This design comes from an exercise in tuning for small area and a short achievable clock period on the open sky130 flow, not from production work. The RTL was checked by simulation tests, not by an equivalence proof against the original design.

==> flow/design.v (excerpt) <==
module CoreLeon (
  input rst,
  input clk,
  output error,
  output end_prog,
  input  InstrWait,
  output InstrValid,
  output InstrStall,
  output [31:0] InstrAddr,
  input  [31:0] InstrData,
  input  [31:0] mem_in,
  output [31:0] mem_out,
  output [31:0] mem_address,
  output [ 3:0] mem_mask,
  output        mem_read,
  output        mem_write,
  output        memStall,
  input         memWait,
  input [15:0]  dbg_address,
  input [31:0]  dbg_indata,
  output [31:0] dbg_outdata,
  input dbg_rd,
  input dbg_wr,
  input dbg_isvalid,
  output dbg_ready,
  input  dbg_haltreq,
  input  dbg_resumereq,
  output dbg_halted
);
export LEC_CHECK = 0
export CAP_MARGIN = 20
export CORE_MARGIN = 2
export CORE_UTILIZATION = 40
export SETUP_SLACK_MARGIN = 5
export SLEW_MARGIN = 20
export SYNTH_HIERARCHICAL = 1
create_clock -name core_clock -period 13.0 [get_ports {clk}]
run.sh (not shown) runs the stock make flow with config.mk's settings and CLKGATE_MAP_FILE= SYNTH_SCRIPT=/design/flow/synth_recipe.tcl, a recipe that flattens the netlist after the stock synthesis.
Edit:
--- a/flow/design.v
+++ b/flow/design.v
@@ -44,38 +44,40 @@
       default: branch = 1'b0;
     endcase
 endmodule
 module registros (
   input clk,
   input rst,
   input wr_ena,
   input [4:0] readReg1,
   input [4:0] dbgReg,
-  input useDbg,
+  input dbgValid,
+  input [3:0] dbgHi,
   input [4:0] readReg2,
   output [31:0] reg1,
   output [31:0] reg2,
   input [4:0] wr_reg,
   input [31:0] wr_data
 );
   wire [31:0] R [1:31];
   wire [31:0] sel1;
   wire [31:1] sel2;
   wire [31:0] wd_r = rst ? 32'b0 : wr_data;
+  wire useDbg = dbgValid & (dbgHi == 4'h1);
   assign sel1[0] = wr_ena & (useDbg ? (wr_reg == dbgReg) : (wr_reg == readReg1));
   genvar g, b;
   generate for (g = 1; g < 32; g = g + 1) begin : rf
     reg [31:0] q;
     wire wr = wr_ena && wr_reg == g;
     always @(posedge clk)
       if (rst || wr) q <= wd_r;
     assign R[g] = q;
-    rf_sel s1 (.a(dbgReg == g), .b(readReg1 == g), .useA(useDbg), .off(wr), .s(sel1[g]));
+    rf_sel s1 (.a(dbgReg == g), .b(readReg1 == g), .aValid(dbgValid), .aHi(dbgHi), .off(wr), .s(sel1[g]));
     assign sel2[g] = (readReg2 == g);
   end endgenerate
   generate for (b = 0; b < 32; b = b + 1) begin : rd
     wire [31:0] col;
     assign col[0] = wr_data[b];
     for (g = 1; g < 32; g = g + 1) begin : c
       assign col[g] = R[g][b];
     end
     rf_rdbit p1 (.d(col), .s(sel1), .o(reg1[b]));
@@ -93,22 +95,24 @@
   input [31:1] d,
   input [31:1] s,
   output o
 );
   assign o = |(d & s);
 endmodule
 module rf_sel (
   input a,
   input b,
-  input useA,
+  input aValid,
+  input [3:0] aHi,
   input off,
   output s
 );
+  wire useA = aValid & (aHi == 4'h1);
   assign s = ~off & (useA ? a : b);
 endmodule
 module StoretoMEM ( 
   input [1:0] addr_LSB,  
   input [31:0] data,  
   input memWrite,  
   input [1:0] data_width,  
   output [31:0] wr_datatoMem,
   output [3:0] mask_data
@@ -283,19 +287,19 @@
   wire [2:0] D_fun = D_ALUFun ? D_funct3 : 3'b0;
   wire D_sub = D_isBRANCH |
                (~D_isJALR & ((D_fun == 3'd2) | (D_fun == 3'd3) | ((D_fun == 3'd0) & D_funQual)));
   wire [31:0] D_rs1Data, E_rfrs2, Wb_rdData;
   wire [4:0] Wb_rd;
   wire Wb_RegWrite;
   registros reg32(
     .clk(clk), .rst(rst),
     .wr_ena(Wb_RegWrite),
-    .readReg1(D_rs1), .dbgReg(dbg_address[4:0]), .useDbg(dbg_sel_REG),
+    .readReg1(D_rs1), .dbgReg(dbg_address[4:0]), .dbgValid(dbg_isvalid_q), .dbgHi(dbg_address[15:12]),
     .readReg2(DE_rs2),
     .reg1(D_rs1Data), .reg2(E_rfrs2),
     .wr_reg(Wb_rd), .wr_data(Wb_rdData));
   wire D_rs1_eq_DE_rd = (D_rs1 == DE_rd);
   wire D_rs2_eq_DE_rd = (D_rs2 == DE_rd);
   wire D_E_M_fwd_rs1 = DE_RegWrite && D_rs1_eq_DE_rd;
   wire D_E_M_fwd_rs2 = DE_RegWrite && D_rs2_eq_DE_rd;
   wire D_E_W_fwd_rs1 = EM_RegWrite && (D_rs1 == EM_rd);
   wire D_E_W_fwd_rs2 = EM_RegWrite && (D_rs2 == EM_rd);
=>
- The new run passed the timing, design-rule and antenna checks
- clock-buffer cell count grows by 7
- cell count grows by 2.2%
- worst hold slack barely changes
- design area grows by about 3.7%
- core utilization grows by 1.1 points
- wire length grows by 4.1%
- sequential share of layout area shrinks by 1.7 points
- non-clock buffer count grows by 89
- synthesized area grows by 1.4%

==> re-timing with driven ports <==
The results above use ideal ports. As a check the final layouts listed here were re-extracted and re-timed, cells and wires unchanged.
Step 1: set_driving_cell puts a clkbuf_16 on clk and a buf_2 on each other input, an assumption about the parent block.
Step 2 also shifts input and output timing later by t, the mid clock arrival at the registers, as if the neighbouring blocks saw the same clock.
a / b / c = ideal ports / drivers / drivers and shift; a / b = the first two.
run	shift t [ns]	setup slack, ns	worst setup path after step 2	slew at the worst register clock pin (ns)	cell pins on the clock port's net
the first run	0.920	4.404 / 4.339 / 3.941	input to register	0.08 / 0.08	1
the second run	0.922	4.813 / 4.750 / 4.095	input to register	0.07 / 0.07	1
After both steps every run listed still meets setup and hold. The setup slack of the second run, which loses most, moves by -0.063 ns with the drivers and by -0.718 ns with both steps.
